This design comes from an exercise in tuning for small area on the open sky130 flow, not from production work.
The RTL was checked by simulation tests, not by an equivalence proof against the original design.
Power is estimated from default activity; no workload was simulated.

`design/flow/config.mk`:
```
export PLATFORM = sky130hd
export DESIGN_NAME = busBridge3
export DESIGN_NICKNAME = busBridge3
export VERILOG_FILES = /design/flow/design.v
export SDC_FILE = /design/flow/constraint.sdc
export NUM_CORES = 4
export LEC_CHECK = 0
export CAP_MARGIN = 20
export CORE_MARGIN = 2
export CORE_UTILIZATION = 40
export GPL_TIMING_DRIVEN = 0
export SLEW_MARGIN = 20
```
`design/flow/constraint.sdc`:
```
create_clock -name core_clock -period 5.0 [get_ports {i_CLK}]
set_input_delay 1.0000 -clock core_clock [delete_from_list [all_inputs] [get_ports {i_CLK}]]
set_output_delay 1.0000 -clock core_clock [all_outputs]
set_load 0.01 [all_outputs]
```
`design/flow/design.v`:
```
`default_nettype none
module busBridge3
  (i_CLK,
   i_rst,
   i_dataRx,
   i_strobeRx,
   o_dataTx,
   i_strobeTx,
   i_strobeSync,
   o_busAddr,
   o_busData,
   i_busData,
   o_busWe,
   o_busRe,
   i_busAck  
   );
   input wire   i_CLK;
   input wire   i_rst;  
   input wire [7:0] i_dataRx;
   input wire 	    i_strobeRx;
   output reg [7:0]  o_dataTx;
   input wire 	     i_strobeTx;
   input wire 	     i_strobeSync;
   output wire [31:0] o_busAddr;
   output wire [31:0] o_busData;
   input wire [31:0] i_busData;
   output reg 	     o_busWe;
   output reg 	     o_busRe;
   input wire 	     i_busAck;
   localparam [3:0] S_IDLE      = 4'd0;
   localparam [3:0] S_ADDRINC   = 4'd1;
   localparam [3:0] S_WORDWIDTH = 4'd2;
   localparam [3:0] S_NWORDS    = 4'd3;
   localparam [3:0] S_ADDRWRITE = 4'd4;
   localparam [3:0] S_WRITE     = 4'd5;
   localparam [3:0] S_ADDRREAD  = 4'd6;
   localparam [3:0] S_READ      = 4'd7;
   localparam [3:0] S_MARGIN    = 4'd8;
   reg [3:0] 	     state;
   reg [1:0] 	     byteIdx;       
   reg 		     pendingRead;
   reg [1:0] 	     marginPre;
   reg [15:0] 	     marginN;       
   wire [15:0] 	     margin = ~marginN;
   reg [15:0] 	     marginMin;
   reg [31:0] 	     shiftIn;
   reg [31:8] 	     shiftOutN;     
   wire [31:8] 	     shiftOut = ~shiftOutN;
   task setTx(input [31:0] x);
      begin
	 shiftOutN <= ~x[31:8];
	 o_dataTx <= x[7:0];
      end
   endtask
   reg [31:0] 	     addr;
   assign o_busAddr = addr;
   assign o_busData = shiftIn;
   reg [7:0] 	     config_addrIncN;     
   wire [7:0] 	     config_addrInc = ~config_addrIncN;
   reg [1:0] 	     config_wordwidthMinusOne;
   reg [15:0] 	     config_nWordsMinusOneN;     
   wire [15:0] 	     config_nWordsMinusOne = ~config_nWordsMinusOneN;
   reg [15:0] 	     countNWords;   
   wire 	     lastWord = countNWords == config_nWordsMinusOne;
   reg [1:0] 	     addrStep;      
   reg 		     addrCarry;
   wire 	     addrStep0 = addrStep == 2'd0;
   wire 	     addrStepping = o_busWe | o_busRe | ~addrStep0;
   wire [8:0] 	     addrSum = {1'b0, addr[7:0]} + {1'b0, config_addrInc & {8{addrStep0}}} + {8'd0, addrCarry & ~addrStep0};
   wire [31:0] 	     rxAddr = {i_dataRx, shiftIn[23:0]};
   reg [1:0] 	     lastIdx;
   always @(*) begin
      case (state)
	S_NWORDS: lastIdx = 2'd1;
	S_ADDRWRITE, S_ADDRREAD: lastIdx = 2'd3;
	S_WRITE, S_READ: lastIdx = config_wordwidthMinusOne;
	default: lastIdx = 2'd0;
      endcase
   end
   wire 	     lastByte = byteIdx == lastIdx;
   task doRead;
      begin
	 o_busRe <= 1'b1;
	 pendingRead <= 1'b1;
	 marginPre <= 2'd2;
	 marginN <= 16'hFFFF;
	 countNWords <= countNWords + 16'd1;
	 if (lastWord) begin
	    state <= S_IDLE;
	    countNWords <= 16'd0;
	 end else
	   state <= S_READ;
      end
   endtask
   always @(posedge i_CLK) begin
      o_busWe <= 1'b0;
      o_busRe <= 1'b0;
      if (marginPre != 2'd0)
	marginPre <= marginPre - 2'd1;
      else if (margin != 16'hFFFD)
	marginN <= ~(margin + 16'd1);
      if (addrStepping) begin
	 addr <= {addrSum[7:0], addr[31:8]};
	 addrCarry <= addrSum[8];
	 addrStep <= addrStep + 2'd1;
      end
      if (i_strobeTx) begin
	 setTx({8'd0, shiftOut});
	 if (pendingRead)
	   marginMin <= 16'd0;
	 else if (margin < marginMin)
	   marginMin <= margin;
      end
      if (i_busAck & pendingRead) begin
	 setTx(i_busData);
	 pendingRead <= 1'b0;
	 marginPre <= 2'd2;
	 marginN <= 16'hFFFF;
      end
      if (i_strobeRx) begin
	 case (byteIdx)
	   2'd0: shiftIn <= {24'd0, i_dataRx};
	   2'd1: shiftIn[15:8] <= i_dataRx;
	   2'd2: shiftIn[23:16] <= i_dataRx;
	   2'd3: shiftIn[31:24] <= i_dataRx;
	 endcase
	 byteIdx <= byteIdx + 2'd1;
	 if (lastByte) begin
	    byteIdx <= 2'd0;
	    case (state)
	      S_IDLE: begin
		 case (i_dataRx)
		   8'd1, 8'd2, 8'd3, 8'd4, 8'd6: state <= i_dataRx[3:0];
		   8'd5: state <= S_WRITE;
		   8'd7: doRead;
		   8'd8: begin
		      state <= S_MARGIN;
		      if (pendingRead) begin
			 setTx(32'd0);
			 pendingRead <= 1'b0;
		      end else
			setTx({16'd0, marginMin});
		      marginMin <= 16'hFFFD;
		   end
		   default: ;
		 endcase
	      end
	      S_ADDRWRITE: begin
		 addr <= rxAddr;
		 state <= S_WRITE;
	      end
	      S_ADDRREAD: begin
		 addr <= rxAddr;
		 doRead;
	      end
	      S_ADDRINC: begin
		 config_addrIncN <= ~(i_dataRx);
		 state <= S_IDLE;
	      end
	      S_WORDWIDTH: begin
		 config_wordwidthMinusOne <= i_dataRx[1:0];
		 state <= S_IDLE;
	      end
	      S_NWORDS: begin
		 config_nWordsMinusOneN <= ~({i_dataRx, shiftIn[7:0]});
		 state <= S_IDLE;
	      end
	      S_WRITE: begin
		 o_busWe <= 1'b1;
		 countNWords <= countNWords + 16'd1;
		 if (lastWord) begin
		    state <= S_IDLE;
		    countNWords <= 16'd0;
		 end
	      end
	      S_READ: doRead;
	      default: state <= S_IDLE;
	    endcase
	 end
      end
      if (i_strobeSync) begin
	 state <= S_IDLE;
	 byteIdx <= 2'd0;
	 pendingRead <= 1'b0;
	 countNWords <= 16'd0;
      end
      if (i_rst) begin
	 o_busWe <= 1'b0;
	 o_busRe <= 1'b0;
	 pendingRead <= 1'b0;
	 marginPre <= 2'd0;
	 marginN <= 16'h0002;
	 marginMin <= 16'hFFFD;
	 setTx(32'd0);
	 byteIdx <= 2'd0;
	 state <= S_IDLE;
	 addr <= 32'd0;
	 addrStep <= 2'd0;
	 config_addrIncN <= ~(8'd1);
	 config_wordwidthMinusOne <= 2'd3;
	 config_nWordsMinusOneN <= ~(16'd0);
	 countNWords <= 16'd0;
      end
   end
endmodule
```
`design/flow/flow/run.sh`:
```
#!/bin/bash
# Own layout flow:
#  1. the standard synthesis, unchanged (standard.sh synth).
#  2. flow/resyn.sh re-maps the combinational logic of that netlist with several ABC scripts;
#     every flip-flop instance is kept as it is, with its name and cell type.
#  3. the standard layout steps on the smallest candidate netlist, except that the ports
#     are buffered with sky130_fd_sc_hd__buf_1 and CTS uses clkbuf_4/clkbuf_8 and no dummy
#     loads. If that layout misses timing, the next candidate is laid out instead, ending
#     with the standard synthesis's netlist itself.
# Each tool's output goes to a log file of its own in this folder.
set -euo pipefail
R=orfs/results/sky130hd/busBridge3/base
bash standard.sh synth > synth.log 2>&1
cp $R/1_2_yosys.v 1_2_yosys.standard.v
bash flow/resyn.sh 1_2_yosys.standard.v > resyn.log 2>&1
mv orfs orfs_synth
n=0
for C in $(cat resyn_cands.txt); do
  n=$((n + 1))
  rm -rf orfs
  cp -a orfs_synth orfs
  cp $C $R/1_2_yosys.v
  rm -f $R/1_synth.odb $R/1_synth.sdc
  echo "try $n: $C" >> tries.log
  if bash standard.sh synth > synth_odb_$n.log 2>&1 &&
     bash standard.sh \
       "BUFFER_PORTS_ARGS=-buffer_cell sky130_fd_sc_hd__buf_1" \
       "CTS_ARGS=-sink_clustering_enable -repair_clock_nets -dont_use_dummy_load -buf_list {sky130_fd_sc_hd__clkbuf_4 sky130_fd_sc_hd__clkbuf_8}" \
       finish > layout_$n.log 2>&1 &&
     python3 -c "
import json, sys
ws = json.load(open('orfs/logs/sky130hd/busBridge3/base/6_report.json'))['finish__timing__setup__ws']
print('setup ws', ws)
sys.exit(0 if ws >= 0.05 else 1)" >> tries.log; then
    echo "kept try $n" >> tries.log
    exit 0
  fi
  mv orfs orfs_try$n
done
echo "no candidate met timing" >> tries.log
exit 1
```
`design/flow/flow/abc.constr`:
```
set_driving_cell sky130_fd_sc_hd__buf_1
set_load 5
```
`design/flow/flow/abc1.script`:
```
&get -n
&st
&dch -f
&nf -R 1000
&put
```
`design/flow/flow/abc2.script`:
```
&get -n
&st
&deepsyn -J 50 -T 300
&dch -f
&nf -R 1000
&put
```
`design/flow/flow/abc3.script`:
```
&get -n
&st
&deepsyn -J 50 -T 300
&dch -f
&nf -R 20
&put
```
`design/flow/flow/abc4.script`:
```
&get -n
&st
&deepsyn -J 50 -T 300
&dch -f
&nf -D 3500
&put
```
`design/flow/flow/abc5.script`:
```
&get -n
&st
&deepsyn -J 50 -S 3 -T 300
&dch -f
&nf -D 3500
&put
```
`design/flow/flow/abc6.script`:
```
&get -n
&st
&dch -f
&nf -D 3500
&put
```
`design/flow/flow/abc7.script`:
```
&get -n
&st
&deepsyn -J 50 -S 4 -T 300
&dch -f
&nf -R 1000
&put
```
`design/flow/flow/abc8.script`:
```
&get -n
&st
&deepsyn -J 100 -T 300
&dch -f
&nf -R 1000
&put
```
`design/flow/flow/abc9.script`:
```
&get -n
&st
&deepsyn -J 50 -T 300
&dch -f
&nf -R 1000 -p
&put
```
`design/flow/flow/keeptop.py`:
```
import re, sys
# print only module sys.argv[2] from the Verilog file sys.argv[1]
src = open(sys.argv[1]).read()
m = re.search(r'^module\s+' + re.escape(sys.argv[2]) + r'\b.*?^endmodule\s*$', src, re.S | re.M)
sys.stdout.write(m.group(0) + "\n")
```
`design/flow/flow/pick.py`:
```
import re, sys, os
# pick.py LIB MIN_SLACK NETLIST... : list the netlists (each with its sta_<name>.log slack)
# whose slack is at least MIN_SLACK, smallest cell area first; the others as comments.
lib = open(sys.argv[1]).read()
area = {m.group(1): float(m.group(2)) for m in
        re.finditer(r'cell\s*\(\s*"?(\w+)"?\s*\)\s*\{.*?area\s*:\s*([\d.]+)', lib, re.S)}
lim = float(sys.argv[2])
ok, bad = [], []
for f in sys.argv[3:]:
    try:
        src = open(f).read()
        log = open('sta_' + os.path.basename(f).split('_', 1)[1].replace('.top.v', '') + '.log').read()
    except OSError:
        continue
    cells = re.findall(r'^\s*(sky130_fd_sc_hd__\w+)\s+\S+\s*\(', src, re.M)
    m = re.search(r'worst slack max\s+(-?[\d.]+)', log)
    if not cells or 'endmodule' not in src or not m:
        continue
    a = sum(area[c] for c in cells)
    s = float(m.group(1))
    (ok if s >= lim else bad).append((a, s, f))
for a, s, f in sorted(bad):
    print("# %s area %.2f slack %.2f (too slow)" % (f, a, s))
for a, s, f in sorted(ok):
    print("# %s area %.2f slack %.2f" % (f, a, s))
for a, s, f in sorted(ok):
    print(f)
```
`design/flow/flow/resyn.sh`:
```
#!/bin/bash
# resyn.sh IN.v: re-map the combinational cells of a synthesized netlist with ABC, once per
# script flow/abc*.script (in parallel). Every flip-flop and tie cell is kept as the instance it
# is. Writes resyn_cands.txt: the candidate netlists whose setup slack before placement (STA,
# no wires) is at least -0.1 ns, smallest cell area first, then IN.v itself as the last resort.
set -euo pipefail
LIB=$FLOW_HOME/platforms/sky130hd/lib/sky130_fd_sc_hd__tt_025C_1v80.lib
HERE=$(cd $(dirname $0) && pwd)
IN=$(readlink -f $1)
D=$(awk "BEGIN{print $FLOW_PERIOD_NS*1000}")
for S in $HERE/abc*.script; do
  T=$(basename $S .script)
  cat > resyn_$T.ys <<EOY
read_liberty -ignore_miss_func $LIB
read_verilog $IN
hierarchy -top $FLOW_TOP
setattr -mod -set keep_hierarchy 1 sky130_fd_sc_hd__dfxtp_1 sky130_fd_sc_hd__edfxtp_1 sky130_fd_sc_hd__dfrtp_1 sky130_fd_sc_hd__dfstp_1 sky130_fd_sc_hd__dfxbp_1 sky130_fd_sc_hd__conb_1
flatten
rename -hide w:*.*
opt_clean
abc -script $S -liberty $LIB -dont_use sky130_fd_sc_hd__lpflow_bleeder_1 -dont_use sky130_fd_sc_hd__lpflow_clkbufkapwr_1 -dont_use sky130_fd_sc_hd__lpflow_clkbufkapwr_16 -dont_use sky130_fd_sc_hd__lpflow_clkbufkapwr_2 -dont_use sky130_fd_sc_hd__lpflow_clkbufkapwr_4 -dont_use sky130_fd_sc_hd__lpflow_clkbufkapwr_8 -dont_use sky130_fd_sc_hd__lpflow_clkinvkapwr_1 -dont_use sky130_fd_sc_hd__lpflow_clkinvkapwr_16 -dont_use sky130_fd_sc_hd__lpflow_clkinvkapwr_2 -dont_use sky130_fd_sc_hd__lpflow_clkinvkapwr_4 -dont_use sky130_fd_sc_hd__lpflow_clkinvkapwr_8 -dont_use sky130_fd_sc_hd__lpflow_decapkapwr_12 -dont_use sky130_fd_sc_hd__lpflow_decapkapwr_3 -dont_use sky130_fd_sc_hd__lpflow_decapkapwr_4 -dont_use sky130_fd_sc_hd__lpflow_decapkapwr_6 -dont_use sky130_fd_sc_hd__lpflow_decapkapwr_8 -dont_use sky130_fd_sc_hd__lpflow_inputiso0n_1 -dont_use sky130_fd_sc_hd__lpflow_inputiso0p_1 -dont_use sky130_fd_sc_hd__lpflow_inputiso1n_1 -dont_use sky130_fd_sc_hd__lpflow_inputiso1p_1 -dont_use sky130_fd_sc_hd__lpflow_inputisolatch_1 -dont_use sky130_fd_sc_hd__lpflow_isobufsrc_1 -dont_use sky130_fd_sc_hd__lpflow_isobufsrc_16 -dont_use sky130_fd_sc_hd__lpflow_isobufsrc_2 -dont_use sky130_fd_sc_hd__lpflow_isobufsrc_4 -dont_use sky130_fd_sc_hd__lpflow_isobufsrc_8 -dont_use sky130_fd_sc_hd__lpflow_isobufsrckapwr_16 -dont_use sky130_fd_sc_hd__lpflow_lsbuf_lh_hl_isowell_tap_1 -dont_use sky130_fd_sc_hd__lpflow_lsbuf_lh_hl_isowell_tap_2 -dont_use sky130_fd_sc_hd__lpflow_lsbuf_lh_hl_isowell_tap_4 -dont_use sky130_fd_sc_hd__lpflow_lsbuf_lh_isowell_4 -dont_use sky130_fd_sc_hd__lpflow_lsbuf_lh_isowell_tap_1 -dont_use sky130_fd_sc_hd__lpflow_lsbuf_lh_isowell_tap_2 -dont_use sky130_fd_sc_hd__lpflow_lsbuf_lh_isowell_tap_4 -dont_use sky130_fd_sc_hd__probe_p_8 -dont_use sky130_fd_sc_hd__probec_p_8  -constr $HERE/abc.constr -D $D
splitnets
opt_clean -purge
hilomap -singleton -hicell sky130_fd_sc_hd__conb_1 HI -locell sky130_fd_sc_hd__conb_1 LO
insbuf -buf sky130_fd_sc_hd__buf_4 A X
write_verilog -noattr -noexpr -nohex -nodec resyn_$T.all.v
EOY
  (
    timeout 1200 yosys -l resyn_$T.log resyn_$T.ys > /dev/null 2>&1 &&
    python3 $HERE/keeptop.py resyn_$T.all.v $FLOW_TOP > resyn_$T.top.v &&
    cat > sta_$T.tcl <<EOT &&
read_lef $FLOW_HOME/platforms/sky130hd/lef/sky130_fd_sc_hd.tlef
read_lef $FLOW_HOME/platforms/sky130hd/lef/sky130_fd_sc_hd_merged.lef
read_liberty $LIB
read_verilog resyn_$T.top.v
link_design $FLOW_TOP
read_sdc $FLOW_SDC
set_driving_cell -lib_cell sky130_fd_sc_hd__buf_1 [all_inputs]
report_worst_slack -max
EOT
    openroad -no_init -exit sta_$T.tcl > sta_$T.log 2>&1
  ) &
done
wait
python3 $HERE/pick.py $LIB -0.1 resyn_abc*.top.v > resyn_pick.txt
cat resyn_pick.txt
grep -v '^#' resyn_pick.txt > resyn_cands.txt || true
echo $IN >> resyn_cands.txt
```
`design/flow/standard.sh`:
```
#!/bin/bash
# synth_recipe.tcl (not shown) runs the flow's synth.tcl, then flattens the netlist and writes it again
# the make line also repeats each setting of config.mk as NAME=value (left out here)
make -C /OpenROAD-flow-scripts/flow DESIGN_CONFIG=/design/flow/config.mk WORK_HOME=/design/flow/orfs CLKGATE_MAP_FILE= SYNTH_SCRIPT=/design/flow/synth_recipe.tcl "${@:-finish}"
```
==> qor.csv, run 1 <==
stage;metric;value;unit
run_status;status;timing/DRC/antenna clean;
cells_and_area;area grow syn2layout;16.6;%
critical_path;CP top delay family;simple AND/OR/NAND/NOR gates;
sta;Slew HR;28.3;%
cts;Num CTS Buffers;17;
cts;H-tree depth;4;
power;Clock power frac;26.3;%
power;switch share;28.3;%
floorplanning;num ports;120;
critical_path;crit start category;input pin;
cts;clock tree from TritonCTS;done;
global_route;initial antenna violation count;0;
synthesis;Ys Warns;1;
power;P_leak;2.85;nW
sta;Final min period;4.60;ns
global_route;largest net degree at the start of global routing;41;
placement;placed standard-cell area;7950;um^2
power;Design Power;2.88;mW
cts;CTS Root Cell;clkbuf_8;
global_route;vias in the first global route;5410;
cts;# resized after CTS;0;
global_route;met3 Use GR;4.56;%
synthesis;Post-Syn Nets;750;
placement;post-DP HPWL;12700;um
power;worst vdd ir;0.000180;V
cells_and_area;Final Instance Area;8190;um^2
critical_path;CP Class;input pin to flop;
sta;Final Cycle Share;92.0;%
synthesis;Mapped Area;7030;um^2
sta;RSZ-0062 raised after global routing;no;
global_route;Top Usage Layer GRT;met2;
hold_path;hold path depth;2;
sta;# setup viols final;0;
global_route;all-layer global routing usage;19.8;%
power;Gate power share;15.2;%
cts;Post-CTS Setup Bufs;0;
cts;clk slew on worst S/H paths;0.09;ns
cells_and_area;ratio of cells with drive above 1 in the final layout;5.26;%
critical_path;critical path's largest stage delay;0.63;ns
critical_path;FF-to-FF End;countNWords[15];
cells_and_area;fillers;1655;
critical_path;crit path buf inv count;1;
placement;port bufs;119;
routing;remaining antenna violation count after routing;0;
placement;gpl congestion;0.822;
floorplanning;die width;137;um
cts;Worst-Skew Late Latency;0.47;ns
routing;drt pass-1 iters;7;
floorplanning;num rows;48;
sta;Clock Skews;0.0434;ns
cts;CTS Hold Buffers Added;0;
hold_path;hold path endpoint;config_addrIncN[0];
critical_path;r2r worst-path depth;18;
sta;worst-margin pin slew;1.07;ns
routing;Initial DRC Count;494;
job;number of max-cap violations;0;
sta;max-slew violations;0;
critical_path;Worst EP arrival;4.92;ns
cells_and_area;FF/Latch Area;4010;um^2
critical_path;crit-path max FO;8;
floorplanning;Die Y;137;um
floorplanning;Initial Util;40.8;%
hold_path;start point of the worst hold path;config_addrIncN[0];
power;Flop pwr share;58.5;%
global_route;Overflow after GRT;0;
critical_path;CP dominant cell by count;and3_1;
power;P_int;2.06;mW
sta;fmax;217;MHz
routing;DR WL/cell;16.8;um
floorplanning;Core ar.;17200;um^2
power;pwr dens;351;nW/um^2
critical_path;Slowest-stage cell, CP;or4_1;
synthesis;syn avg cell area;9.98;um^2
sta;Hold Fails Final Rpt;0;
critical_path;launch point of the worst reg-to-reg path;state[2];
synthesis;Post-Synthesis Cells;704;
hold_path;Tightest Hold Check Type;flop to flop;
critical_path;Worst R2R Setup Slack;0.52;ns
global_route;met2 usage;30.8;%
cts;Clock Path Buffers;2;
cells_and_area;fin nets;904;
critical_path;worst-path cell chain;buf_1, or4_1, nor4_2, a22oi_1, o21ai_0, and3_1, and3_1, and2_0, and3_1, and2_0, and3_1, and3_1, and2_0, and3_1, xnor2_1, nor2_1;
routing;WL final;18200;um
global_route;first-pass GRT wire length;28400;um
routing;DRC;0;
cells_and_area;ANT cells;0;
power;Net Sw Power;0.814;mW
critical_path;Crit path required time;5.32;ns
routing;via count;5980;
cells_and_area;area of the multi-input gates;2940;um^2
global_route;GR Util met1;27.3;%
routing;via density per instance;5.53;
critical_path;Setup crit end kind;flop;
cts;CTS Sinks;184;
floorplanning;DIE AREA;18700;um^2
-- power groups by stage --
stage | sequential, mW | clock, mW | combinational [mW]
floorplan | 1.69 | 0 | 0.303
global placement | 1.72 | 0 | 0.420
detailed placement | 1.72 | 0 | 0.437
CTS | 1.68 | 0.780 | 0.438
global route | 1.70 | 0.840 | 0.493
finish | 1.68 | 0.756 | 0.439
-- metal layers --
metal	part of all wire [%]	up-vias
met5	0	-
met1	48	2840
met4	1.4	0
li1	-	2961
met2	46	159
met3	4.9	20
-- worst max-delay path by stage --
stage / startpoint / end / slack, ns / cells after the start
2_1_floorplan: i_dataRx[7] / countNWords[15] / 0.71 / 15
3_5_place_dp: i_dataRx[7] / countNWords[15] / -0.11 / 16
3_3_place_gp: i_rst / addr[17] / -1.63 / 4
4_1_cts: i_dataRx[4] / countNWords[15] / 0.37 / 16
6_report: i_dataRx[4] / countNWords[15] / 0.40 / 16
5_1_grt: state[2] / countNWords[15] / 0.02 / 18
-- registers in the layout, summed over array words and instances, names as in the netlist --
register	flops
o_dataTx	8
countNWords	16
pendingRead	1
config_wordwidthMinusOne	2
marginPre	2
config_addrIncN	8
marginN	16
config_nWordsMinusOneN	16
addrStep	2
shiftOutN	24
state	4
o_busRe	1
o_busWe	1
byteIdx	2
addrCarry	1
shiftIn	32
marginMin	16
addr	32
-- area by class of cell --
| class | count | share of cell area, % |
|---|---|---|
| repair buffers | 135 | 7.24 |
| multi-input cells | 484 | 35.8 |
| flip-flops and latches | 184 | 49.0 |
| well taps | 225 | 3.44 |
| clock buffers | 17 | 2.86 |
| inverters | 36 | 1.65 |
-- worst min-delay path, stage by stage, from the launching register on --
cell	delay, ns
dfxtp_1	0.31
clkinv_1	0.04
o22ai_1	0.05
-- through the flow --
step	TNS (ns)	utilization, %	setup slack [ns]	hold WS [ns]	instances
CTS	0	47.5	0.369	0.446	1081
finish	0	47.5	0.398	0.447	1081
global placement	-47.66	45.0	-1.63	0.433	1048
detailed placement	-0.112	46.1	-0.112	0.436	1064
global route	0	47.5	0.0225	0.462	1081
floorplan	0	-	0.708	0.412	704
-- placed cells by master, fill, tap and decap left out, drive strengths merged, types with 2 or more instances in the layout --
cell type	n
o21bai	3
nor2b	3
nand3	4
a31oi	10
a22oi	21
a221oi	5
o21ai	33
buf	135
o21a	4
clkinv	36
maj3	4
xnor2	14
o221a	6
clkbuf	17
a222oi	31
and3	15
and2	27
nor4	7
nor3b	3
nand2b	6
a21oi	68
nand2	43
xor2	7
o211ai	22
nor4b	2
o221ai	2
or2	6
or3	8
nor2	80
edfxtp	33
nor3	25
o22ai	16
dfxtp	151
==> run 2, diff against run 1 <==
--- a/design/flow/config.mk
+++ b/design/flow/config.mk
@@ -8,5 +8,4 @@
 export CAP_MARGIN = 20
 export CORE_MARGIN = 2
 export CORE_UTILIZATION = 40
-export GPL_TIMING_DRIVEN = 0
 export SLEW_MARGIN = 20
==> qor.csv, run 2 <==
stage;metric;value;unit;change
placement;gpl congestion;0.785;;-4.5%
placement;post-DP HPWL;12700;um;-0.22%
cts;H-tree depth;4;;unchanged
global_route;initial antenna violation count;0;;unchanged
critical_path;crit-path max FO;8;;unchanged
sta;worst-margin pin slew;1.07;ns;-0.000661 ns
floorplanning;Initial Util;40.8;%;unchanged
critical_path;Worst R2R Setup Slack;0.58;ns;+0.06 ns
cells_and_area;FF/Latch Area;4010;um^2;unchanged
cts;CTS Root Cell;clkbuf_8;;
synthesis;Mapped Area;7030;um^2;unchanged
sta;# setup viols final;0;;unchanged
sta;Slew HR;28.2;%;-0.12 points
sta;fmax;226;MHz;+4.1%
cells_and_area;most frequent cells in the layout;dfxtp_1, buf_1, nor2_1, a21oi_1, nand2_1;;
global_route;first-pass GRT wire length;29100;um;+2.2%
global_route;all-layer global routing usage;20.2;%;+0.45 points
cts;Num CTS Buffers;17;;unchanged
hold_path;Tightest Hold Check Type;flop to flop;;
routing;Initial DRC Count;445;;-9.9%
placement;post-placement setup slack;0.138;ns;+0.250 ns
power;worst vdd ir;0.000191;V;+6.2%
routing;via count;5965;;-0.25%
critical_path;critical path endpoint;countNWords[15];;
sta;Final Cycle Share;88.4;%;-3.6 points
critical_path;Worst EP arrival;4.76;ns;-0.16 ns
sta;Fin Hold WS;0.446;ns;-0.00181 ns
routing;DR WL/cell;16.9;um;+0.27%
cells_and_area;fin nets;908;;+0.44%
sta;TNS Setup;0;ns;unchanged
cells_and_area;area of the multi-input gates;2910;um^2;-0.85%
floorplanning;Core ar.;17200;um^2;unchanged
routing;remaining antenna violation count after routing;0;;unchanged
sta;Final min period;4.42;ns;-0.180 ns
critical_path;Setup crit end kind;flop;;
routing;WL final;18300;um;+0.64%
critical_path;worst-path cell chain;nand2b_1, a21oi_1, xnor2_1, o211ai_1, nor4_1, a22oi_1, o21ai_0, and3_1, and3_1, and2_0, and3_1, and2_0, and3_1, and3_1, and2_0, and3_1, xnor2_1, nor2_1;;
routing;DRC;0;;unchanged
sta;RSZ-0062 raised after global routing;no;;
critical_path;crit start category;flop;;
synthesis;Post-Syn Nets;750;;unchanged
critical_path;launch point of the worst reg-to-reg path;state[2];;
cts;CTS Hold Buffers Added;0;;unchanged
floorplanning;DIE AREA;18700;um^2;unchanged
critical_path;r2r worst-path depth;18;;unchanged
run_status;status;timing/DRC/antenna clean;;
synthesis;syn avg cell area;9.98;um^2;unchanged
sta;final setup margin;0.579;ns;+0.180 ns
critical_path;CP dominant cell by count;and3_1;;
floorplanning;num rows;48;;unchanged
sta;Hold Fails Final Rpt;0;;unchanged
cts;clk slew on worst S/H paths;0.08;ns;about the same
global_route;vias in the first global route;5468;;+1.1%
cells_and_area;ANT cells;0;;unchanged
critical_path;Worst setup startpoint;state[2];;
cells_and_area;fillers;1682;;+1.6%
cts;Post-CTS Setup Bufs;0;;unchanged
cells_and_area;top flop regs;addr x32, shiftIn x32, shiftOutN x24;;
cells_and_area;final core occ;47.4;%;-0.12 points
floorplanning;die width;137;um;unchanged
global_route;largest net degree at the start of global routing;33;;-20%
cts;CTS Sinks;184;;unchanged
synthesis;Ys Warns;1;;unchanged
sta;Clock Skews;0.0351;ns;-0.00833 ns
critical_path;Crit path required time;5.34;ns;+0.02 ns
critical_path;critical path's largest stage delay;0.41;ns;-0.22 ns
routing;drt pass-1 iters;9;;+2
critical_path;Slowest-stage cell, CP;dfxtp_1;;
floorplanning;Die Y;137;um;unchanged
power;pwr dens;353;nW/um^2;+0.55%
critical_path;CP Class;flop to flop;;
routing;via density per instance;5.50;;-0.62%
global_route;Overflow after GRT;0;;unchanged
cts;Worst-Skew Late Latency;0.48;ns;about the same
critical_path;FF-to-FF End;countNWords[15];;
power;P_leak;2.85;nW;about the same
placement;port bufs;119;;unchanged
cts;Clock Path Buffers;2;;unchanged
cells_and_area;area grow syn2layout;16.3;%;
power;Design Power;2.89;mW;+0.31%
cells_and_area;most common cell after layout, fill and taps aside;dfxtp_1;;
sta;max-slew violations;0;;unchanged
cells_and_area;ratio of cells with drive above 1 in the final layout;5.12;%;-0.14 points
job;number of max-cap violations;0;;unchanged
cts;# resized after CTS;0;;unchanged
synthesis;Post-Synthesis Cells;704;;unchanged
floorplanning;num ports;120;;unchanged
cts;clock tree from TritonCTS;done;;
==> run 2: worst min path at each step <==
| stage | startpoint | end | slack, ns | cells after the start |
|---|---|---|---|---|
| after floorplan | addrStep[0] | addrStep[0] | 0.41 | 1 |
| after global placement | config_addrIncN[0] | config_addrIncN[0] | 0.43 | 2 |
| after detailed placement | config_addrIncN[0] | config_addrIncN[0] | 0.43 | 2 |
| after CTS | config_addrIncN[0] | config_addrIncN[0] | 0.44 | 2 |
| after global routing | config_addrIncN[0] | config_addrIncN[0] | 0.46 | 2 |
| final | config_addrIncN[0] | config_addrIncN[0] | 0.45 | 2 |
==> run 2: final cells by class <==
type | count | area share, %
Multi-Input combinational cell | 484 | 35.6
Clock buffer | 17 | 2.86
Inverter | 36 | 1.65
Sequential cell | 184 | 49.1
Timing Repair Buffer | 139 | 7.32
Tap cell | 225 | 3.44
==> run 2: report_power, final <==
part	internal [mW]	switching (mW)	total (mW)
clock network	0.301	0.460	0.761
logic	0.179	0.263	0.442
registers	1.59	0.0970	1.69
total	2.07	0.819	2.89
==> run 2: metal layers <==
metal  vias up  track usage [%]  part of all wire, %
li1       2963                -                    -
met1      2846             27.7                   46
met2       137             32.0                   47
met3        19             4.26                  4.8
met4         0             6.54                  1.5
met5         -                0                    0
==> run 2: critical path, delay by kind of cell (launching register included) <==
kind / cells / cell delay, ns
AND/OR/NAND/NOR: 12 / 2.81
AO/OA/AOI/OAI: 4 / 0.83
flip-flops: 1 / 0.41
XOR/XNOR: 2 / 0.26
==> run 2: stage by stage <==
step	cell area [um^2]	std cells
2_1_floorplan	7030	704
6_report	8170	1085
5_1_grt	8170	1085
3_3_place_gp	7940	1068
4_1_cts	8170	1085
3_5_place_dp	7940	1068
==> run 3, diff against run 2 <==
--- a/design/flow/config.mk
+++ b/design/flow/config.mk
@@ -5,7 +5,7 @@
 export SDC_FILE = /design/flow/constraint.sdc
 export NUM_CORES = 4
 export LEC_CHECK = 0
-export CAP_MARGIN = 20
+export CAP_MARGIN = 0
 export CORE_MARGIN = 2
 export CORE_UTILIZATION = 40
-export SLEW_MARGIN = 20
+export SLEW_MARGIN = 0
==> qor.csv, run 3 <==
stage;metric;value;unit;change
global_route;initial antenna violation count;0;;unchanged
synthesis;Post-Synthesis Cells;704;;unchanged
sta;Slew HR;20.0;%;-8.2 points
power;worst vdd ir;0.000191;V;unchanged
cts;clock tree from TritonCTS;done;;
floorplanning;DIE AREA;18700;um^2;unchanged
hold_path;start point of the worst hold path;config_addrIncN[0];;
sta;Clock Skews;0.0351;ns;unchanged
cells_and_area;final core occ;47.4;%;unchanged
sta;fmax;226;MHz;about the same
cts;CTS Hold Buffers Added;0;;unchanged
critical_path;FF-to-FF End;countNWords[15];;
sta;Final Cycle Share;88.4;%;about the same
hold_path;Tightest Hold Check Type;flop to flop;;
critical_path;crit start category;flop;;
cells_and_area;area grow syn2layout;16.3;%;unchanged
placement;placed standard-cell area;7940;um^2;unchanged
cts;Clock Path Buffers;2;;unchanged
cts;clk slew on worst S/H paths;0.08;ns;about the same
power;pwr dens;353;nW/um^2;about the same
routing;via density per instance;5.50;;unchanged
sta;# setup viols final;0;;unchanged
job;number of max-cap violations;0;;unchanged
sta;worst-margin pin slew;1.19;ns;+0.115 ns
power;P_leak;2.85;nW;about the same
cells_and_area;final cell count without fillers;1085;;unchanged
routing;via count;5965;;unchanged
routing;remaining antenna violation count after routing;0;;unchanged
synthesis;Post-Syn Nets;750;;unchanged
synthesis;Mapped Area;7030;um^2;unchanged
placement;post-placement setup slack;0.138;ns;unchanged
cts;Worst-Skew Late Latency;0.48;ns;about the same
placement;port bufs;119;;unchanged
floorplanning;num ports;120;;unchanged
sta;TNS Setup;0;ns;unchanged
global_route;Overflow after GRT;0;;unchanged
cts;Num CTS Buffers;17;;unchanged
cts;Post-CTS Setup Bufs;0;;unchanged
critical_path;Crit path required time;5.34;ns;about the same
cells_and_area;ANT cells;0;;unchanged
critical_path;Setup crit end kind;flop;;
sta;RSZ-0062 raised after global routing;no;;
sta;Hold Fails Final Rpt;0;;unchanged
floorplanning;Initial Util;40.8;%;unchanged
floorplanning;die width;137;um;unchanged
placement;gpl congestion;0.785;;unchanged
global_route;all-layer global routing usage;20.2;%;unchanged
cts;CTS Sinks;184;;unchanged
floorplanning;num rows;48;;unchanged
critical_path;CP Class;flop to flop;;
floorplanning;Die Y;137;um;unchanged
critical_path;Worst R2R Setup Slack;0.58;ns;about the same
routing;DR WL/cell;16.9;um;unchanged
critical_path;launch point of the worst reg-to-reg path;state[2];;
synthesis;Ys Warns;1;;unchanged
floorplanning;Core ar.;17200;um^2;unchanged
critical_path;r2r worst-path depth;18;;unchanged
routing;drt pass-1 iters;9;;unchanged
cells_and_area;most common cell after layout, fill and taps aside;dfxtp_1;;
global_route;vias in the first global route;5468;;unchanged
cells_and_area;ratio of cells with drive above 1 in the final layout;5.12;%;unchanged
routing;WL final;18300;um;unchanged
global_route;first-pass GRT wire length;29100;um;unchanged
power;Design Power;2.89;mW;about the same
placement;post-DP HPWL;12700;um;unchanged
global_route;largest net degree at the start of global routing;33;;unchanged
routing;Initial DRC Count;445;;unchanged
cells_and_area;fin nets;908;;unchanged
sta;Fin Hold WS;0.446;ns;unchanged
critical_path;Worst EP arrival;4.76;ns;about the same
synthesis;syn avg cell area;9.98;um^2;unchanged
sta;Final min period;4.42;ns;-0.0000520 ns
cts;# resized after CTS;0;;unchanged
sta;final setup margin;0.579;ns;+0.0000520 ns
hold_path;hold path depth;2;;unchanged
run_status;status;timing/DRC/antenna clean;;
cells_and_area;top flop regs;addr x32, shiftIn x32, shiftOutN x24;;
critical_path;crit-path max FO;8;;unchanged
cts;H-tree depth;4;;unchanged
sta;max-slew violations;0;;unchanged
cts;CTS Root Cell;clkbuf_8;;
hold_path;hold path endpoint;config_addrIncN[0];;
routing;DRC;0;;unchanged
cells_and_area;Final Instance Area;8170;um^2;unchanged
cells_and_area;most frequent cells in the layout;dfxtp_1, buf_1, nor2_1, a21oi_1, nand2_1;;
placement;post-placement cell count;1068;;unchanged
==> run 3: critical path, stage by stage (launching register included) <==
cell and delay, ns:
dfxtp_1 0.41, nand2b_1 0.21, a21oi_1 0.21, xnor2_1 0.14, o211ai_1 0.19, nor4_1 0.41
a22oi_1 0.23, o21ai_0 0.20, and3_1 0.26, and3_1 0.20, and2_0 0.25, and3_1 0.23
and2_0 0.24, and3_1 0.27, and3_1 0.22, and2_0 0.25, and3_1 0.22, xnor2_1 0.12
nor2_1 0.05
==> run 3: worst max-delay path by stage <==
stage | start | to | slack [ns] | depth (start not counted)
after floorplan | i_dataRx[7] | countNWords[15] | 0.71 | 15
after global placement | i_strobeRx | countNWords[15] | 0.25 | 17
after detailed placement | i_strobeRx | countNWords[15] | 0.14 | 17
after CTS | state[2] | countNWords[15] | 0.59 | 18
after global routing | state[2] | countNWords[15] | 0.12 | 18
final | state[2] | countNWords[15] | 0.58 | 18
==> run 3: layout make-up <==
type	instances	area (um^2)
fill	1682	9060
sequential	184	4010
multi-input combinational	484	2910
timing repair buffer	139	598
tap	225	282
clock buffer	17	234
inverter	36	135
==> run 3: report_power, final <==
part	switching [mW]	total [mW]	leakage, nW	internal (mW)
clock	0.460	0.761	0.122	0.301
combinational	0.263	0.442	1.17	0.179
sequential	0.0970	1.69	1.56	1.59
total	0.819	2.89	2.85	2.07
==> run 3: routing by layer <==
layer	vias up	part of all wire (%)	GRT usage, %
met3	19	4.8	4.26
met4	0	1.5	6.54
li1	2963	-	-
met2	137	47	32.0
met5	-	0	0
met1	2846	46	27.7
==> run 4, diff against run 3 <==
--- a/design/flow/design.v
+++ b/design/flow/design.v
@@ -188,7 +188,6 @@
 	 o_busWe <= 1'b0;
 	 o_busRe <= 1'b0;
 	 pendingRead <= 1'b0;
-	 marginPre <= 2'd0;
 	 marginN <= 16'h0002;
 	 marginMin <= 16'hFFFD;
 	 setTx(32'd0);
--- a/design/flow/flow/run.sh
+++ b/design/flow/flow/run.sh
@@ -26,7 +26,7 @@
      bash standard.sh \
        "BUFFER_PORTS_ARGS=-buffer_cell sky130_fd_sc_hd__buf_1" \
        "CTS_ARGS=-sink_clustering_enable -repair_clock_nets -dont_use_dummy_load -buf_list {sky130_fd_sc_hd__clkbuf_4 sky130_fd_sc_hd__clkbuf_8}" \
-       finish > layout_$n.log 2>&1 &&
+       RECOVER_POWER=100 finish > layout_$n.log 2>&1 &&
      python3 -c "
 import json, sys
 ws = json.load(open('orfs/logs/sky130hd/busBridge3/base/6_report.json'))['finish__timing__setup__ws']
--- a/design/flow/config.mk
+++ b/design/flow/config.mk
@@ -5,7 +5,7 @@
 export SDC_FILE = /design/flow/constraint.sdc
 export NUM_CORES = 4
 export LEC_CHECK = 0
-export CAP_MARGIN = 0
+export CAP_MARGIN = 20
 export CORE_MARGIN = 2
 export CORE_UTILIZATION = 40
-export SLEW_MARGIN = 0
+export SLEW_MARGIN = 20
==> qor.csv, run 4 <==
stage;metric;value;unit;change
cts;clock tree from TritonCTS;done;;
synthesis;Post-Synthesis Cells;709;;+0.71%
sta;Slew HR;-20.3;%;-40 points
critical_path;Worst R2R Setup Slack;0.48;ns;-0.10 ns
cts;# resized after CTS;0;;unchanged
routing;via count;5954;;-0.18%
cells_and_area;top flop regs;addr x32, shiftIn x32, shiftOutN x24;;
global_route;initial antenna violation count;0;;unchanged
cts;CTS Root Cell;clkbuf_8;;
critical_path;critical path endpoint;addr[28];;
critical_path;Setup crit end kind;flop;;
power;switch share;31.0;%;+2.7 points
critical_path;Worst setup startpoint;state[0];;
job;number of max-cap violations;1;;+1
synthesis;Ys Warns;1;;unchanged
sta;# setup viols final;0;;unchanged
placement;port bufs;119;;unchanged
routing;via density per instance;5.46;;-0.73%
cts;clk slew on worst S/H paths;0.08;ns;about the same
cells_and_area;ANT cells;0;;unchanged
cells_and_area;fillers;1719;;+2.2%
cells_and_area;area grow syn2layout;15.3;%;
critical_path;Crit path required time;5.38;ns;+0.04 ns
critical_path;r2r worst-path depth;14;;-4
sta;Final min period;4.52;ns;+0.102 ns
floorplanning;num ports;120;;unchanged
power;Flop pwr share;55.4;%;-3.0 points
floorplanning;DIE AREA;18600;um^2;-0.42%
power;Net Sw Power;0.995;mW;+21%
critical_path;launch point of the worst reg-to-reg path;state[0];;
sta;RSZ-0062 raised after global routing;no;;
routing;DRC;0;;unchanged
global_route;largest net degree at the start of global routing;35;;+6.1%
routing;DR WL/cell;16.4;um;-2.6%
sta;worst-margin pin slew;1.79;ns;+0.603 ns
routing;WL final;17900;um;-2.1%
critical_path;Worst EP arrival;4.90;ns;+0.14 ns
run_status;Fail Reasons;max-capacitance violations, max-slew violations;;
sta;Hold Fails Final Rpt;0;;unchanged
routing;Initial DRC Count;515;;+16%
sta;fmax;221;MHz;-2.3%
routing;max layer used;met4;;
power;Clock power frac;23.3;%;-3.0 points
floorplanning;Initial Util;40.7;%;about the same
power;worst vdd ir;0.000253;V;+32%
cells_and_area;most frequent cells in the layout;dfxtp_1, buf_1, nor2_1, a21oi_1, nand2_1;;
floorplanning;die width;136;um;-0.21%
placement;post-placement cell count;1074;;+0.56%
cells_and_area;fin nets;914;;+0.66%
floorplanning;Core ar.;17200;um^2;-0.35%
cts;CTS Hold Buffers Added;0;;unchanged
cells_and_area;final cell count without fillers;1091;;+0.55%
cts;Clock Path Buffers;2;;unchanged
sta;max-slew violations;16;;+16
global_route;Overflow after GRT;0;;unchanged
global_route;all-layer global routing usage;19.0;%;-1.2 points
power;P_leak;2.78;nW;-2.4%
cts;Num CTS Buffers;17;;unchanged
critical_path;FF-to-FF End;addr[28];;
cts;CTS Sinks;184;;unchanged
sta;Final Cycle Share;90.5;%;+2.0 points
cells_and_area;area of the multi-input gates;2880;um^2;-1.2%
critical_path;crit-path max FO;34;;+26
cts;Post-CTS Setup Bufs;0;;unchanged
global_route;first-pass GRT wire length;27600;um;-4.9%
routing;remaining antenna violation count after routing;0;;unchanged
cells_and_area;ratio of cells with drive above 1 in the final layout;3.00;%;-2.1 points
cells_and_area;most common cell after layout, fill and taps aside;dfxtp_1;;
hold_path;Tightest Hold Check Type;flop to flop;;
routing;Routed met1 length;8480;um;-0.33%
placement;post-DP HPWL;12600;um;-0.75%
power;pwr dens;397;nW/um^2;+13%
global_route;vias in the first global route;5341;;-2.3%
critical_path;crit start category;flop;;
floorplanning;num rows;48;;unchanged
hold_path;start point of the worst hold path;config_addrIncN[0];;
routing;drt pass-1 iters;6;;-3
cells_and_area;FF/Latch Area;4010;um^2;unchanged
synthesis;syn avg cell area;9.87;um^2;-1.1%
placement;gpl congestion;0.792;;+0.93%
sta;TNS Setup;0;ns;unchanged
routing;met2 wire length;8460;um;-2.4%
power;Gate power share;21.2;%;+5.9 points
cts;Worst-Skew Late Latency;0.46;ns;-0.02 ns
power;P_int;2.21;mW;+7.0%
cells_and_area;final core occ;47.0;%;-0.44 points
synthesis;Post-Syn Nets;755;;+0.67%
critical_path;CP Class;flop to flop;;
floorplanning;Die Y;136;um;-0.21%
cts;H-tree depth;4;;unchanged
power;Design Power;3.21;mW;+11%
routing;met3 WL;815;um;-6.6%
run_status;status;finished with violations;;
synthesis;Mapped Area;7000;um^2;-0.43%
sta;Clock Skews;0.0311;ns;-0.00393 ns
-- run 4: changes by cell type in the layout (fill, tap and decap cells not counted), sizes merged, moves of 7 or more --
cell / before / now
nand2: 43 / 51
o21ai: 33 / 40
clkbuf: 18 / 35
buf: 138 / 122
-- run 4: cell type report --
| cell class | instances | share of cell area, % |
|---|---|---|
| Clock buffer | 17 | 2.90 |
| Inverter | 32 | 1.49 |
| Multi-Input combinational cell | 493 | 35.7 |
| Sequential cell | 184 | 49.7 |
| Tap cell | 225 | 3.49 |
| Timing Repair Buffer | 140 | 6.73 |
-- run 4: metal layers --
metal  GRT usage (%)  vias up
met1            26.4     2833
li1                -     2978
met4            5.32        0
met5               0        -
met3            3.73       15
met2            30.2      128
-- run 4: per-stage QoR --
step           hold WS [ns]  instance area (um^2)  setup WS (ns)
2_1_floorplan         0.421                  7000          0.451
3_3_place_gp          0.433                  7910          0.238
3_5_place_dp          0.439                  7910          0.148
4_1_cts               0.451                  8140          0.595
5_1_grt               0.469                  8070         0.0925
6_report              0.447                  8070          0.477
-- run 4: worst min-delay path by stage --
stage | to | slack (ns) | depth (start not counted)
floorplan | o_dataTx[2] | 0.42 | 1
global placement | config_addrIncN[0] | 0.43 | 2
detailed placement | config_addrIncN[0] | 0.44 | 2
CTS | config_addrIncN[0] | 0.45 | 2
global route | o_dataTx[3] | 0.47 | 1
finish | config_addrIncN[0] | 0.45 | 2
-- run 4: power groups by stage --
stage	Sequential, mW	Clock [mW]	Combinational (mW)
global placement	1.81	0	0.673
CTS	1.78	0.773	0.686
floorplan	1.77	0	0.501
finish	1.78	0.748	0.681
detailed placement	1.81	0	0.682
global route	1.80	0.817	0.781
-- run 4: critical path: stages (launching register included) --
cell and delay [ns]:
dfxtp_1 0.47, clkinv_1 0.18, o21ai_0 0.19, o21a_1 0.16, a221oi_1 0.08, o21ai_0 0.13, clkbuf_1 0.24, nor2_1 0.10
nand2_1 0.11, nor2_2 0.04, clkbuf_2 0.43, nor3_1 1.54, clkbuf_2 0.56, a22oi_1 0.12, o21ai_0 0.10
==> run 5, diff against run 4 <==
--- a/design/flow/flow/run.sh
+++ b/design/flow/flow/run.sh
@@ -26,7 +26,7 @@
      bash standard.sh \
        "BUFFER_PORTS_ARGS=-buffer_cell sky130_fd_sc_hd__buf_1" \
        "CTS_ARGS=-sink_clustering_enable -repair_clock_nets -dont_use_dummy_load -buf_list {sky130_fd_sc_hd__clkbuf_4 sky130_fd_sc_hd__clkbuf_8}" \
-       RECOVER_POWER=100 finish > layout_$n.log 2>&1 &&
+       finish > layout_$n.log 2>&1 &&
      python3 -c "
 import json, sys
 ws = json.load(open('orfs/logs/sky130hd/busBridge3/base/6_report.json'))['finish__timing__setup__ws']
==> qor.csv, run 5 <==
stage;metric;value;unit;change
run_status;status;timing/DRC/antenna clean;;
cts;Clock Path Buffers;2;;unchanged
cells_and_area;ANT cells;0;;unchanged
hold_path;hold path endpoint;config_addrIncN[0];;
global_route;vias in the first global route;5341;;unchanged
cts;Worst-Skew Late Latency;0.45;ns;about the same
sta;TNS Setup;0;ns;unchanged
hold_path;hold path depth;2;;unchanged
cts;CTS Hold Buffers Added;0;;unchanged
sta;# setup viols final;0;;unchanged
power;worst vdd ir;0.000253;V;about the same
cts;Post-CTS Setup Bufs;0;;unchanged
sta;RSZ-0062 raised after global routing;no;;
synthesis;Post-Synthesis Cells;709;;unchanged
cts;Num CTS Buffers;17;;unchanged
cells_and_area;fin nets;914;;unchanged
job;number of max-cap violations;0;;-1
routing;DR WL/cell;16.4;um;-0.43%
critical_path;Crit path required time;5.30;ns;-0.08 ns
critical_path;Worst R2R Setup Slack;0.62;ns;+0.14 ns
critical_path;launch point of the worst reg-to-reg path;state[0];;
critical_path;CP Class;flop to flop;;
global_route;first-pass GRT wire length;27600;um;unchanged
placement;post-DP HPWL;12600;um;unchanged
cells_and_area;top flop regs;addr x32, shiftIn x32, shiftOutN x24;;
critical_path;crit-path max FO;8;;-76%
sta;Final Cycle Share;87.7;%;-2.8 points
critical_path;r2r worst-path depth;18;;+4
floorplanning;die width;136;um;unchanged
cts;clock tree from TritonCTS;done;;
floorplanning;Core ar.;17200;um^2;unchanged
cells_and_area;ratio of cells with drive above 1 in the final layout;5.08;%;+2.1 points
placement;port bufs;119;;unchanged
cts;CTS Sinks;184;;unchanged
cells_and_area;most common cell after layout, fill and taps aside;dfxtp_1;;
cts;H-tree depth;4;;unchanged
floorplanning;num ports;120;;unchanged
global_route;Overflow after GRT;0;;unchanged
cells_and_area;most frequent cells in the layout;dfxtp_1, buf_1, nor2_1, a21oi_1, nand2_1;;
synthesis;Post-Syn Nets;755;;unchanged
sta;Slew HR;32.2;%;+52 points
sta;max-slew violations;0;;-16
critical_path;FF-to-FF End;countNWords[15];;
cts;# resized after CTS;0;;unchanged
sta;final setup margin;0.617;ns;+0.141 ns
cts;clk slew on worst S/H paths;0.08;ns;about the same
critical_path;crit start category;flop;;
routing;via count;5990;;+0.60%
sta;Final min period;4.38;ns;-0.141 ns
routing;via density per instance;5.49;;+0.60%
routing;WL final;17900;um;-0.43%
global_route;initial antenna violation count;0;;unchanged
floorplanning;Die Y;136;um;unchanged
floorplanning;Initial Util;40.7;%;unchanged
critical_path;Setup crit end kind;flop;;
hold_path;start point of the worst hold path;config_addrIncN[0];;
global_route;all-layer global routing usage;19.0;%;unchanged
global_route;largest net degree at the start of global routing;35;;unchanged
routing;DRC;0;;unchanged
critical_path;Worst EP arrival;4.68;ns;-0.22 ns
synthesis;syn avg cell area;9.87;um^2;unchanged
sta;Hold Fails Final Rpt;0;;unchanged
synthesis;Ys Warns;1;;unchanged
routing;remaining antenna violation count after routing;0;;unchanged
power;P_leak;2.84;nW;+2.1%
floorplanning;DIE AREA;18600;um^2;unchanged
routing;Initial DRC Count;465;;-9.7%
sta;fmax;228;MHz;+3.2%
routing;drt pass-1 iters;8;;+2
power;pwr dens;395;nW/um^2;-0.72%
synthesis;Mapped Area;7000;um^2;unchanged
sta;worst-margin pin slew;1.01;ns;-0.778 ns
floorplanning;num rows;48;;unchanged
cells_and_area;area grow syn2layout;16.4;%;
sta;Clock Skews;0.0308;ns;-0.000314 ns
hold_path;Tightest Hold Check Type;flop to flop;;
placement;post-placement setup slack;0.148;ns;unchanged
cts;CTS Root Cell;clkbuf_8;;
placement;gpl congestion;0.792;;unchanged
[run 5: final cells by class]
type                       instances  area (um^2)
sequential                       184         4010
multi-input combinational        493         2890
inverter                          32          120
tap                              225          282
clock buffer                      17          234
fill                            1692         9030
timing repair buffer             140          604
[run 5: through the flow]
stage	area [um^2]	utilization, %	hold slack (ns)	std cells	total power [mW]
2_1_floorplan	7000	-	0.421	709	2.27
3_3_place_gp	7910	46.0	0.433	1074	2.49
3_5_place_dp	7910	46.0	0.439	1074	2.49
4_1_cts	8140	47.4	0.451	1091	3.24
5_1_grt	8140	47.4	0.469	1091	3.40
6_report	8140	47.4	0.447	1091	3.21
[run 5: worst max-delay path by stage]
stage | from | end | slack [ns] | cells after the start
CTS | state[0] | countNWords[15] | 0.59 | 18
global route | state[0] | countNWords[15] | 0.06 | 18
finish | state[0] | countNWords[15] | 0.62 | 18
global placement | i_dataRx[7] | countNWords[15] | 0.24 | 16
floorplan | i_strobeRx | countNWords[15] | 0.45 | 16
detailed placement | i_dataRx[7] | countNWords[15] | 0.15 | 16
[run 5: routing by layer]
layer / part of all wire (%) / vias up / track usage (%) / wire [um]
li1: - / 2981 / - / -
met1: 47 / 2843 / 26.4 / 8360
met2: 47 / 152 / 30.2 / 8390
met3: 5.2 / 14 / 3.73 / 925
met4: 1.0 / 0 / 5.32 / 186
met5: 0 / - / 0 / 0
[run 5: where the power goes]
| group | internal (mW) | switching [mW] | total, mW |
|---|---|---|---|
| logic | 0.288 | 0.400 | 0.687 |
| registers | 1.63 | 0.149 | 1.78 |
| clock network | 0.301 | 0.447 | 0.748 |
| total | 2.22 | 0.996 | 3.21 |
[run 5: critical path, stage by stage, from the launching register on]
cell	delay (ns)
dfxtp_1	0.47
clkinv_1	0.19
o21ai_0	0.25
o21ai_0	0.10
a221oi_1	0.22
o21ai_0	0.16
a21oi_1	0.19
a21boi_0	0.30
and3_1	0.28
and3_1	0.21
and2_0	0.24
and3_1	0.22
and2_0	0.24
and3_1	0.22
and2_0	0.25
and3_1	0.23
and2_0	0.25
and3_1	0.19
nor3_1	0.04
==> run 6, diff against run 5 <==
--- a/design/flow/design.v
+++ b/design/flow/design.v
@@ -188,6 +188,7 @@
 	 o_busWe <= 1'b0;
 	 o_busRe <= 1'b0;
 	 pendingRead <= 1'b0;
+	 marginPre <= 2'd0;
 	 marginN <= 16'h0002;
 	 marginMin <= 16'hFFFD;
 	 setTx(32'd0);
--- a/design/flow/flow/run.sh
+++ b/design/flow/flow/run.sh
@@ -25,7 +25,7 @@
   if bash standard.sh synth > synth_odb_$n.log 2>&1 &&
      bash standard.sh \
        "BUFFER_PORTS_ARGS=-buffer_cell sky130_fd_sc_hd__buf_1" \
-       "CTS_ARGS=-sink_clustering_enable -repair_clock_nets -dont_use_dummy_load -buf_list {sky130_fd_sc_hd__clkbuf_4 sky130_fd_sc_hd__clkbuf_8}" \
+       "CTS_ARGS=-repair_clock_nets -dont_use_dummy_load -buf_list {sky130_fd_sc_hd__clkbuf_4 sky130_fd_sc_hd__clkbuf_8}" \
        finish > layout_$n.log 2>&1 &&
      python3 -c "
 import json, sys
==> qor.csv, run 6 <==
stage;metric;value;unit;change
hold_path;hold path depth;2;;unchanged
cts;H-tree depth;4;;unchanged
hold_path;hold path endpoint;config_addrIncN[0];;
routing;DR WL/cell;16.9;um;+3.1%
synthesis;Post-Synthesis Cells;704;;-0.71%
global_route;largest net degree at the start of global routing;33;;-5.7%
routing;Initial DRC Count;445;;-4.3%
floorplanning;num rows;48;;unchanged
critical_path;CP top delay family;simple AND/OR/NAND/NOR gates;;
synthesis;syn avg cell area;9.98;um^2;+1.1%
sta;Slew HR;28.2;%;-4.0 points
critical_path;CP Class;flop to flop;;
synthesis;Post-Syn Nets;750;;-0.66%
floorplanning;Core ar.;17200;um^2;+0.35%
critical_path;FF-to-FF End;countNWords[15];;
synthesis;Mapped Area;7030;um^2;+0.43%
cts;Num CTS Buffers;17;;unchanged
critical_path;r2r worst-path depth;18;;unchanged
routing;via count;5965;;-0.42%
floorplanning;die width;137;um;+0.21%
placement;post-DP HPWL;12700;um;+0.76%
floorplanning;DIE AREA;18700;um^2;+0.42%
global_route;first-pass GRT wire length;29100;um;+5.2%
placement;gpl congestion;0.785;;-0.92%
cells_and_area;area grow syn2layout;16.3;%;about the same
job;number of max-cap violations;0;;unchanged
hold_path;start point of the worst hold path;config_addrIncN[0];;
cells_and_area;most frequent cells in the layout;dfxtp_1, buf_1, nor2_1, a21oi_1, nand2_1;;
sta;Final min period;4.42;ns;+0.0386 ns
global_route;initial antenna violation count;0;;unchanged
critical_path;CP dominant cell by count;and3_1;;
critical_path;launch point of the worst reg-to-reg path;state[2];;
critical_path;Worst EP arrival;4.76;ns;+0.08 ns
routing;drt pass-1 iters;9;;+1
cells_and_area;top flop regs;addr x32, shiftIn x32, shiftOutN x24;;
routing;DRC;0;;unchanged
critical_path;critical path's largest stage delay;0.41;ns;-0.06 ns
critical_path;Setup crit end kind;flop;;
cells_and_area;Final Instance Area;8170;um^2;+0.37%
sta;Fin Hold WS;0.446;ns;-0.00172 ns
critical_path;Worst R2R Setup Slack;0.58;ns;-0.04 ns
sta;Final Cycle Share;88.4;%;+0.77 points
cts;# resized after CTS;0;;unchanged
sta;fmax;226;MHz;-0.87%
cts;Post-CTS Setup Bufs;0;;unchanged
floorplanning;num ports;120;;unchanged
floorplanning;Initial Util;40.8;%;about the same
sta;RSZ-0062 raised after global routing;no;;
cells_and_area;most common cell after layout, fill and taps aside;dfxtp_1;;
sta;Hold Fails Final Rpt;0;;unchanged
cells_and_area;ratio of cells with drive above 1 in the final layout;5.12;%;+0.035 points
global_route;all-layer global routing usage;20.2;%;+1.2 points
routing;via density per instance;5.50;;+0.13%
placement;placed standard-cell area;7940;um^2;+0.40%
sta;TNS Setup;0;ns;unchanged
routing;WL final;18300;um;+2.6%
critical_path;Slowest-stage cell, CP;dfxtp_1;;
critical_path;worst-path cell chain;nand2b_1, a21oi_1, xnor2_1, o211ai_1, nor4_1, a22oi_1, o21ai_0, and3_1, and3_1, and2_0, and3_1, and2_0, and3_1, and3_1, and2_0, and3_1, xnor2_1, nor2_1;;
global_route;Overflow after GRT;0;;unchanged
sta;max-slew violations;0;;unchanged
cts;CTS Root Cell;clkbuf_8;;
global_route;vias in the first global route;5468;;+2.4%
critical_path;crit start category;flop;;
cells_and_area;final core occ;47.4;%;about the same
hold_path;Tightest Hold Check Type;flop to flop;;
power;P_leak;2.85;nW;+0.35%
cells_and_area;fillers;1682;;-0.59%
critical_path;Crit path required time;5.34;ns;+0.04 ns
power;pwr dens;353;nW/um^2;-10%
cts;clock tree from TritonCTS;done;;
power;worst vdd ir;0.000191;V;-24%
critical_path;crit path buf inv count;0;;-1
cts;clk slew on worst S/H paths;0.08;ns;about the same
sta;# setup viols final;0;;unchanged
cells_and_area;ANT cells;0;;unchanged
cts;Clock Path Buffers;2;;unchanged
critical_path;crit-path max FO;8;;unchanged
cts;Worst-Skew Late Latency;0.48;ns;+0.03 ns
floorplanning;Die Y;137;um;+0.21%
run_status;status;timing/DRC/antenna clean;;
placement;port bufs;119;;unchanged
cts;CTS Sinks;184;;unchanged
sta;Clock Skews;0.0351;ns;+0.00425 ns
cells_and_area;fin nets;908;;-0.66%
sta;worst-margin pin slew;1.07;ns;+0.0609 ns
cts;CTS Hold Buffers Added;0;;unchanged
synthesis;Ys Warns;1;;unchanged
routing;remaining antenna violation count after routing;0;;unchanged
power;Design Power;2.89;mW;-10%
## run 6: metal layers
layer,global-route usage [%],vias to the layer above,wire length [um]
met4,6.54,0,269
li1,-,2963,-
met1,27.7,2846,8510
met5,0,-,0
met3,4.26,19,873
met2,32.0,137,8670
## run 6: worst reg2reg max path, cell delays in order, from the launching register on
cell and delay [ns]:
dfxtp_1 0.41, nand2b_1 0.21, a21oi_1 0.21, xnor2_1 0.14, o211ai_1 0.19, nor4_1 0.41
a22oi_1 0.23, o21ai_0 0.20, and3_1 0.26, and3_1 0.20, and2_0 0.25, and3_1 0.23
and2_0 0.24, and3_1 0.27, and3_1 0.22, and2_0 0.25, and3_1 0.22, xnor2_1 0.12
nor2_1 0.05
## run 6: worst max-delay path by stage
stage | cells past startpoint | slack [ns] | end | from
after global placement | 17 | 0.25 | countNWords[15] | i_strobeRx
final | 18 | 0.58 | countNWords[15] | state[2]
after floorplan | 15 | 0.71 | countNWords[15] | i_dataRx[7]
after global routing | 18 | 0.12 | countNWords[15] | state[2]
after detailed placement | 17 | 0.14 | countNWords[15] | i_strobeRx
after CTS | 18 | 0.59 | countNWords[15] | state[2]
## run 6: per-stage QoR
| step | std cells | setup slack [ns] |
|---|---|---|
| detailed placement | 1068 | 0.138 |
| floorplan | 704 | 0.708 |
| finish | 1085 | 0.579 |
| global placement | 1068 | 0.245 |
| global route | 1085 | 0.125 |
| CTS | 1085 | 0.593 |
## run 6: layout make-up
class	count	area [um^2]	share of cell area (%)
clock buffers	17	234	2.86
inverters	36	135	1.65
well taps	225	282	3.44
flip-flops and latches	184	4010	49.1
multi-input cells	484	2910	35.6
repair buffers	139	598	7.32
## run 6: power breakdown
part	internal, mW	switching, mW	leakage (nW)
sequential	1.59	0.0970	1.56
clock	0.301	0.460	0.122
combinational	0.179	0.263	1.17
total	2.07	0.819	2.85
==> run 7, diff against run 6 <==
--- a/design/flow/design.v
+++ b/design/flow/design.v
@@ -188,7 +188,6 @@
 	 o_busWe <= 1'b0;
 	 o_busRe <= 1'b0;
 	 pendingRead <= 1'b0;
-	 marginPre <= 2'd0;
 	 marginN <= 16'h0002;
 	 marginMin <= 16'hFFFD;
 	 setTx(32'd0);
--- a/design/flow/flow/run.sh
+++ b/design/flow/flow/run.sh
@@ -25,7 +25,7 @@
   if bash standard.sh synth > synth_odb_$n.log 2>&1 &&
      bash standard.sh \
        "BUFFER_PORTS_ARGS=-buffer_cell sky130_fd_sc_hd__buf_1" \
-       "CTS_ARGS=-repair_clock_nets -dont_use_dummy_load -buf_list {sky130_fd_sc_hd__clkbuf_4 sky130_fd_sc_hd__clkbuf_8}" \
+       "CTS_ARGS=-sink_clustering_enable -sink_clustering_size 30 -sink_clustering_max_diameter 150 -sink_clustering_levels 1 -repair_clock_nets -dont_use_dummy_load -buf_list {sky130_fd_sc_hd__clkbuf_4 sky130_fd_sc_hd__clkbuf_8}" \
        finish > layout_$n.log 2>&1 &&
      python3 -c "
 import json, sys
==> qor.csv, run 7 <==
stage;metric;value;unit;change
run_status;status;timing/DRC/antenna clean;;
global_route;Top Usage Layer GRT;met2;;
cts;clk slew on worst S/H paths;0.08;ns;about the same
routing;drt pass-1 iters;8;;-1
floorplanning;die width;136;um;-0.21%
critical_path;Crit path required time;5.30;ns;-0.04 ns
routing;via density per instance;5.49;;-0.13%
cts;Num CTS Buffers;17;;unchanged
critical_path;crit-path max FO;8;;unchanged
placement;port bufs;119;;unchanged
placement;gpl congestion;0.792;;+0.93%
global_route;all-layer global routing usage;19.0;%;-1.2 points
critical_path;Slowest-stage cell, CP;dfxtp_1;;
critical_path;launch point of the worst reg-to-reg path;state[0];;
global_route;largest net degree at the start of global routing;35;;+6.1%
sta;Final min period;4.38;ns;-0.0386 ns
routing;DR WL/cell;16.4;um;-3.0%
floorplanning;Core ar.;17200;um^2;-0.35%
cts;Post-CTS Setup Bufs;0;;unchanged
global_route;Overflow after GRT;0;;unchanged
sta;Fin Hold WS;0.447;ns;+0.00172 ns
critical_path;critical path endpoint;countNWords[15];;
sta;# setup viols final;0;;unchanged
cts;# resized after CTS;0;;unchanged
sta;Hold Fails Final Rpt;0;;unchanged
job;number of max-cap violations;0;;unchanged
cells_and_area;ratio of cells with drive above 1 in the final layout;5.08;%;-0.035 points
critical_path;FF-to-FF End;countNWords[15];;
global_route;met3 Use GR;3.73;%;-0.53 points
cells_and_area;most common cell after layout, fill and taps aside;dfxtp_1;;
global_route;initial antenna violation count;0;;unchanged
critical_path;critical path's largest stage delay;0.47;ns;+0.06 ns
cts;CTS Sinks;184;;unchanged
critical_path;CP Class;flop to flop;;
cells_and_area;fin nets;914;;+0.66%
synthesis;Ys Warns;1;;unchanged
global_route;vias in the first global route;5341;;-2.3%
cts;Worst-Skew Late Latency;0.45;ns;-0.03 ns
routing;Initial DRC Count;465;;+4.5%
sta;Final Cycle Share;87.7;%;-0.77 points
cts;Clock Path Buffers;2;;unchanged
critical_path;r2r worst-path depth;18;;unchanged
synthesis;Post-Syn Nets;755;;+0.67%
cts;CTS Hold Buffers Added;0;;unchanged
sta;Slew HR;32.2;%;+4.0 points
cells_and_area;ANT cells;0;;unchanged
floorplanning;Initial Util;40.7;%;about the same
sta;max-slew violations;0;;unchanged
global_route;GR Util met1;26.4;%;-1.3 points
global_route;met2 usage;30.2;%;-1.8 points
synthesis;Mapped Area;7000;um^2;-0.43%
global_route;first-pass GRT wire length;27600;um;-4.9%
critical_path;Setup crit end kind;flop;;
routing;via count;5990;;+0.42%
sta;Clock Skews;0.0308;ns;-0.00425 ns
critical_path;crit start category;flop;;
sta;TNS Setup;0;ns;unchanged
critical_path;worst-path cell chain;clkinv_1, o21ai_0, o21ai_0, a221oi_1, o21ai_0, a21oi_1, a21boi_0, and3_1, and3_1, and2_0, and3_1, and2_0, and3_1, and2_0, and3_1, and2_0, and3_1, nor3_1;;
sta;RSZ-0062 raised after global routing;no;;
floorplanning;num rows;48;;unchanged
floorplanning;Die Y;136;um;-0.21%
cells_and_area;top flop regs;addr x32, shiftIn x32, shiftOutN x24;;
cts;H-tree depth;4;;unchanged
cells_and_area;area grow syn2layout;16.4;%;about the same
cells_and_area;most frequent cells in the layout;dfxtp_1, buf_1, nor2_1, a21oi_1, nand2_1;;
critical_path;CP dominant cell by count;and3_1;;
critical_path;Worst EP arrival;4.68;ns;-0.08 ns
cells_and_area;fillers;1692;;+0.59%
synthesis;syn avg cell area;9.87;um^2;-1.1%
power;worst vdd ir;0.000253;V;+32%
hold_path;Tightest Hold Check Type;flop to flop;;
power;pwr dens;395;nW/um^2;+12%
power;Design Power;3.21;mW;+11%
synthesis;Post-Synthesis Cells;709;;+0.71%
routing;DRC;0;;unchanged
cts;clock tree from TritonCTS;done;;
routing;remaining antenna violation count after routing;0;;unchanged
floorplanning;num ports;120;;unchanged
placement;post-DP HPWL;12600;um;-0.75%
cts;CTS Root Cell;clkbuf_8;;
routing;WL final;17900;um;-2.5%
critical_path;Worst setup startpoint;state[0];;
floorplanning;DIE AREA;18600;um^2;-0.42%
sta;worst-margin pin slew;1.01;ns;-0.0609 ns
power;P_leak;2.84;nW;-0.35%
critical_path;Worst R2R Setup Slack;0.62;ns;+0.04 ns
sta;fmax;228;MHz;+0.88%
## run 7: worst min path at each step
stage                  startpoint                  to  slack, ns  depth (start not counted)
6_report       config_addrIncN[0]  config_addrIncN[0]       0.45                          2
5_1_grt             shiftOutN[11]         o_dataTx[3]       0.47                          1
4_1_cts        config_addrIncN[0]  config_addrIncN[0]       0.45                          2
3_5_place_dp   config_addrIncN[0]  config_addrIncN[0]       0.44                          2
3_3_place_gp   config_addrIncN[0]  config_addrIncN[0]       0.43                          2
2_1_floorplan       shiftOutN[10]         o_dataTx[2]       0.42                          1
## run 7: final cells by class
class | instances | area (um^2) | share of cell area, %
Timing Repair Buffer | 140 | 604 | 7.42
Clock buffer | 17 | 234 | 2.87
Sequential cell | 184 | 4010 | 49.3
Tap cell | 225 | 282 | 3.46
Multi-Input combinational cell | 493 | 2890 | 35.5
Inverter | 32 | 120 | 1.47
## run 7: per-stage QoR
step	setup WS, ns	std cells	utilization [%]	instance area [um^2]
after global placement	0.238	1074	46.0	7910
after detailed placement	0.148	1074	46.0	7910
after floorplan	0.451	709	-	7000
after CTS	0.595	1091	47.4	8140
after global routing	0.0613	1091	47.4	8140
final	0.617	1091	47.4	8140
## run 7: per-layer routing
layer	wire (um)	vias to the layer above
met3	925	14
met5	0	-
met2	8390	152
met1	8360	2843
li1	-	2981
met4	186	0
## run 7: worst max-delay path: cells and delay by family (launching register included)
kind	cells	cell delay [ns]
buf+inv	1	0.19
compound gates	6	1.22
simple gates	11	2.37
flops	1	0.47
## run 7: where the power goes
group / internal (mW) / switching (mW) / total [mW] / leakage, nW
clock network: 0.301 / 0.447 / 0.748 / 0.122
logic: 0.288 / 0.400 / 0.687 / 1.16
registers: 1.63 / 0.149 / 1.78 / 1.56

Check on run 7: ideal ports give 0.617 ns setup slack; a clkbuf_16 on the clock port and buf_2 on the inputs give 0.617 ns; moving port delays by the midpoint clock arrival (0.478 ns) as well gives 0.207 ns.
